This is an optimization exercise on Yosys and OpenROAD, whose aim is small area, not a production implementation.
RTL that was checked went through simulation tests only; none was proved equivalent to the original.
The clock port is modelled as an ideal driver; clocking choices that lean on that would not hold on a real chip.
No activity file was given, so power comes from the tool's default toggle rates.

== blue ==
==> module Dec7, before the edit <==
module Dec7(input [2:0] a, input en, output [7:1] y);
wire [7:1] yn;
assign yn[1] = ~(en & (a == 3'd1));
assign yn[2] = ~(en & (a == 3'd2));
assign yn[3] = ~(en & (a == 3'd3));
assign yn[4] = ~(en & (a == 3'd4));
assign yn[5] = ~(en & (a == 3'd5));
assign yn[6] = ~(en & (a == 3'd6));
assign yn[7] = ~(en & (a == 3'd7));
g_inv d1(.a(yn[1]), .y(y[1]));
g_inv d2(.a(yn[2]), .y(y[2]));
g_inv d3(.a(yn[3]), .y(y[3]));
g_inv d4(.a(yn[4]), .y(y[4]));
g_inv d5(.a(yn[5]), .y(y[5]));
g_inv d6(.a(yn[6]), .y(y[6]));
g_inv d7(.a(yn[7]), .y(y[7]));
endmodule
==> module Dec7N, before the edit <==
module Dec7N(input [2:0] a, output [7:1] y);
wire [7:1] yn;
assign yn[1] = ~(a == 3'd1);
assign yn[2] = ~(a == 3'd2);
assign yn[3] = ~(a == 3'd3);
assign yn[4] = ~(a == 3'd4);
assign yn[5] = ~(a == 3'd5);
assign yn[6] = ~(a == 3'd6);
assign yn[7] = ~(a == 3'd7);
g_inv d1(.a(yn[1]), .y(y[1]));
g_inv d2(.a(yn[2]), .y(y[2]));
g_inv d3(.a(yn[3]), .y(y[3]));
g_inv d4(.a(yn[4]), .y(y[4]));
g_inv d5(.a(yn[5]), .y(y[5]));
g_inv d6(.a(yn[6]), .y(y[6]));
g_inv d7(.a(yn[7]), .y(y[7]));
endmodule
==> module Control, before the edit <==
module Control(
    input  [2:0] opcode,
    output       memread,    
    output       nmemread,
    output       memwrite,   
    output       regwrite,   
    output       nbranch,    
    output       sub,        
    output       regb,       
    output       kimm,       
    output       nandi,      
    output       npass,      
    output       breg_xm     
);
assign memread  = (opcode == 3'd3);
assign nmemread = ~(opcode == 3'd3);
assign memwrite = (opcode == 3'd4);
assign nbranch  = ~(opcode == 3'd5);
assign regwrite = ~(opcode == 3'd4 || opcode == 3'd5);
assign sub      = (opcode == 3'd1 || opcode == 3'd5);
assign regb     = (opcode == 3'd0 || opcode == 3'd1 || opcode == 3'd2 || opcode == 3'd5);
assign kimm     = (opcode == 3'd3 || opcode == 3'd4 || opcode == 3'd6);
assign nandi    = ~(opcode == 3'd7);
assign npass    = ~(opcode == 3'd2);
assign breg_xm  = opcode[2];
endmodule
==> module ImmGate, before the edit <==
module ImmGate(
    input  [6:0]  imm,
    input         kimm,
    input         nandi,
    output [15:0] immg,
    output [15:0] kill
);
wire [6:0] ig = imm & {7{kimm}};
wire [6:0] kl = ~(imm | {7{nandi}});
assign immg = {{9{ig[6]}}, ig};
assign kill = {{9{kl[6]}}, kl};
endmodule
==> module MIPSL, before the edit <==
module MIPSL(
    output [15:0] iaddr,     
    output [15:0] daddr,     
    output        dwrite,    
    output        dread,     
    output [15:0] dwdata,    
    output [15:0] alu_out,   
    input         clock,
    input  [15:0] idata,     
    input  [15:0] ddata,     
    input         reset
);
wire [2:0] opcode = idata[15:13];
wire [2:0] Xm = idata[12:10];
wire [2:0] Xn = idata[5:3];
wire [2:0] Xd = idata[2:0];
wire [6:0] imm = idata[12:6];
wire memread, nmemread, memwrite, regwrite, nbranch, sub, regb, kimm, nandi, npass, breg_xm;
Control control1(
    .opcode(opcode), .memread(memread), .nmemread(nmemread), .memwrite(memwrite),
    .regwrite(regwrite), .nbranch(nbranch), .sub(sub), .regb(regb), .kimm(kimm),
    .nandi(nandi), .npass(npass), .breg_xm(breg_xm)
);
wire [15:0] immg, kill;
ImmGate immgate1(.imm(imm), .kimm(kimm), .nandi(nandi), .immg(immg), .kill(kill));
wire [7:1] wsel, rsel1, rsel2;
Dec7 decw(.a(Xd), .en(regwrite), .y(wsel));
Dec7 dec1(.a(Xn), .en(npass), .y(rsel1));
Dec7N dec2(.a(breg_xm ? Xm : Xd), .y(rsel2));
wire [15:0] rdata1, rdata2, result, wdata, prop;
RegFile regfile1(
    .clock(clock), .wsel(wsel), .wdata(wdata),
    .rsel1(rsel1), .kill1(kill), .rdata1(rdata1),
    .rsel2(rsel2), .rdata2(rdata2)
);
ALU alu1(
    .a(rdata1), .b(rdata2), .imm(immg), .regb(regb), .sub(sub), .result(result), .prop(prop)
);
genvar k;
generate for (k = 0; k < 16; k = k + 1) begin : wd
    g_a22o m(.a1(memread), .a2(ddata[k]), .b1(nmemread), .b2(result[k]), .y(wdata[k]));
end endgenerate
wire taken;
Taken taken1(.prop(prop), .nbranch(nbranch), .taken(taken));
reg [15:1] PC;
wire [15:1] PCNext;
PCLogic pclogic1(.pc(PC), .imm(imm), .taken(taken), .reset(reset), .pc_next(PCNext));
always @(posedge clock) PC <= PCNext;
assign iaddr = {PC, 1'b0};
assign daddr = result;
assign alu_out = result;
assign dread = memread;
assign dwrite = memwrite;
assign dwdata = rdata2;
endmodule
Settings: LEC_CHECK=0, ABC_AREA=1, CAP_MARGIN=20, CORE_MARGIN=2, CORE_UTILIZATION=40, PLACE_DENSITY=0.6, SLEW_MARGIN=20, SYNTH_HIERARCHICAL=1; clock period 11.0 ns.
standard.sh (not shown) runs the stock make flow with config.mk's settings and CLKGATE_MAP_FILE= SYNTH_SCRIPT=/design/flow/synth_recipe.tcl, a recipe that flattens the netlist after the stock synthesis.
==> flow/flow/run.sh <==
#!/bin/bash
# Layout flow: the standard ORFS flow, with
#  - synthesis mapped by an area-oriented ABC script (flow/abc_area.script),
#  - the smallest buffer (buf_1) on the ports,
#  - a hand-built two-level clock tree (flow/manual_cts.tcl: one root
#    buffer driving eight leaf buffers, each at the centre of its group of
#    flip-flops) in place of TritonCTS, which is pointed at the clock port
#    net only and so finds nothing left to buffer.
# Each step's full output goes to a log file in the work folder.
set -euo pipefail
W=$(pwd)
rm -rf "$W/scripts_area"
cp -r "$FLOW_HOME/scripts" "$W/scripts_area"
cp "$W/flow/abc_area.script" "$W/scripts_area/abc_area.script"

bash "$W/standard.sh" SCRIPTS_DIR="$W/scripts_area" synth > "$W/flow_synth.log" 2>&1

export MCTS_N=8 MCTS_BUF=sky130_fd_sc_hd__clkbuf_8 MCTS_N1=1 MCTS_BUF1=sky130_fd_sc_hd__clkbuf_8
bash "$W/standard.sh" \
  BUFFER_PORTS_ARGS="-buffer_cell sky130_fd_sc_hd__buf_1" \
  PRE_CTS_TCL="$W/flow/manual_cts.tcl" \
  CTS_ARGS="-repair_clock_nets -dont_use_dummy_load -clk_nets clock" \
  finish > "$W/flow_layout.log" 2>&1
Other scripts of this flow, unchanged in this note and not shown: flow/flow/abc_area.script, flow/flow/manual_cts.tcl
Edits applied to the flow inputs when going from blue to orange:
diff --git a/flow/design.v b/flow/design.v
--- a/flow/design.v
+++ b/flow/design.v
@@ -41,36 +41,11 @@
 endmodule
 module Dec7(input [2:0] a, input en, output [7:1] y);
-wire [7:1] yn;
-assign yn[1] = ~(en & (a == 3'd1));
-assign yn[2] = ~(en & (a == 3'd2));
-assign yn[3] = ~(en & (a == 3'd3));
-assign yn[4] = ~(en & (a == 3'd4));
-assign yn[5] = ~(en & (a == 3'd5));
-assign yn[6] = ~(en & (a == 3'd6));
-assign yn[7] = ~(en & (a == 3'd7));
-g_inv d1(.a(yn[1]), .y(y[1]));
-g_inv d2(.a(yn[2]), .y(y[2]));
-g_inv d3(.a(yn[3]), .y(y[3]));
-g_inv d4(.a(yn[4]), .y(y[4]));
-g_inv d5(.a(yn[5]), .y(y[5]));
-g_inv d6(.a(yn[6]), .y(y[6]));
-g_inv d7(.a(yn[7]), .y(y[7]));
-endmodule
-module Dec7N(input [2:0] a, output [7:1] y);
-wire [7:1] yn;
-assign yn[1] = ~(a == 3'd1);
-assign yn[2] = ~(a == 3'd2);
-assign yn[3] = ~(a == 3'd3);
-assign yn[4] = ~(a == 3'd4);
-assign yn[5] = ~(a == 3'd5);
-assign yn[6] = ~(a == 3'd6);
-assign yn[7] = ~(a == 3'd7);
-g_inv d1(.a(yn[1]), .y(y[1]));
-g_inv d2(.a(yn[2]), .y(y[2]));
-g_inv d3(.a(yn[3]), .y(y[3]));
-g_inv d4(.a(yn[4]), .y(y[4]));
-g_inv d5(.a(yn[5]), .y(y[5]));
-g_inv d6(.a(yn[6]), .y(y[6]));
-g_inv d7(.a(yn[7]), .y(y[7]));
+assign y[1] = en & (a == 3'd1);
+assign y[2] = en & (a == 3'd2);
+assign y[3] = en & (a == 3'd3);
+assign y[4] = en & (a == 3'd4);
+assign y[5] = en & (a == 3'd5);
+assign y[6] = en & (a == 3'd6);
+assign y[7] = en & (a == 3'd7);
 endmodule
 module ReadBit(input [7:1] sel, input [7:1] r, output y);
@@ -150,5 +125,5 @@
     output       regb,       
     output       kimm,       
-    output       nandi,      
+    output       andi,       
     output       npass,      
     output       breg_xm     
@@ -162,5 +137,5 @@
 assign regb     = (opcode == 3'd0 || opcode == 3'd1 || opcode == 3'd2 || opcode == 3'd5);
 assign kimm     = (opcode == 3'd3 || opcode == 3'd4 || opcode == 3'd6);
-assign nandi    = ~(opcode == 3'd7);
+assign andi     = (opcode == 3'd7);
 assign npass    = ~(opcode == 3'd2);
 assign breg_xm  = opcode[2];
@@ -169,10 +144,10 @@
     input  [6:0]  imm,
     input         kimm,
-    input         nandi,
+    input         andi,
     output [15:0] immg,
     output [15:0] kill
 );
 wire [6:0] ig = imm & {7{kimm}};
-wire [6:0] kl = ~(imm | {7{nandi}});
+wire [6:0] kl = ~imm & {7{andi}};
 assign immg = {{9{ig[6]}}, ig};
 assign kill = {{9{kl[6]}}, kl};
@@ -252,16 +227,16 @@
 wire [2:0] Xd = idata[2:0];
 wire [6:0] imm = idata[12:6];
-wire memread, nmemread, memwrite, regwrite, nbranch, sub, regb, kimm, nandi, npass, breg_xm;
+wire memread, nmemread, memwrite, regwrite, nbranch, sub, regb, kimm, andi, npass, breg_xm;
 Control control1(
     .opcode(opcode), .memread(memread), .nmemread(nmemread), .memwrite(memwrite),
     .regwrite(regwrite), .nbranch(nbranch), .sub(sub), .regb(regb), .kimm(kimm),
-    .nandi(nandi), .npass(npass), .breg_xm(breg_xm)
+    .andi(andi), .npass(npass), .breg_xm(breg_xm)
 );
 wire [15:0] immg, kill;
-ImmGate immgate1(.imm(imm), .kimm(kimm), .nandi(nandi), .immg(immg), .kill(kill));
+ImmGate immgate1(.imm(imm), .kimm(kimm), .andi(andi), .immg(immg), .kill(kill));
 wire [7:1] wsel, rsel1, rsel2;
 Dec7 decw(.a(Xd), .en(regwrite), .y(wsel));
 Dec7 dec1(.a(Xn), .en(npass), .y(rsel1));
-Dec7N dec2(.a(breg_xm ? Xm : Xd), .y(rsel2));
+Dec7 dec2(.a(breg_xm ? Xm : Xd), .en(1'b1), .y(rsel2));
 wire [15:0] rdata1, rdata2, result, wdata, prop;
 RegFile regfile1(
[summary]
Looking at the reports, orange completed the entire flow and the layout it produced met the timing, DRC and antenna checks.
Compared with blue, orange improves routed wire length.
orange: part of the total power dissipated in the clock network higher than blue
In orange, largest fanout on the critical path is higher than in blue.
[compare] base=blue new=orange: die area shows a reduction of 0.86%; via density per instance shows a reduction of about 0.6%; area of all placed cells without fillers shows an increase of 0.42%.
Cell internal power dissipation ended up about 3% lower on orange than on blue.
Setup slack in orange is smaller than in blue.
orange ended up with a higher hold slack than blue did.
For blue, only the layout was checked, not whether the RTL still works.

## port drivers added, routing unchanged
How much do the figures lean on ideal ports? The routed layouts below were timed once more, with nothing changed but the port constraints.
Step 1, drivers: a clkbuf_16 drives clock and a buf_2 each remaining input, both assumed.
Step 2, shift: input delay + t, output delay - t, t = (earliest + latest rising clock arrival at the registers) / 2. This alone moves slack from input paths to output paths.
Three values: ideal, step 1, step 2; two values: the first two.
run | shift t [ns] | setup WS [ns] | hold slack, ns | slew at the worst register clock pin (ns)
blue | 0.429 | 0.780 / 0.744 / 0.744 | 0.632 / 0.632 / 0.632 | 0.11 / 0.11
orange | 0.427 | 0.703 / 0.670 / 0.670 | 0.664 / 0.664 / 0.664 | 0.11 / 0.11
After both steps every run listed still meets setup and hold. For blue, which loses most, drivers alone change the setup slack by -0.036 ns; drivers and shift together by -0.036 ns.
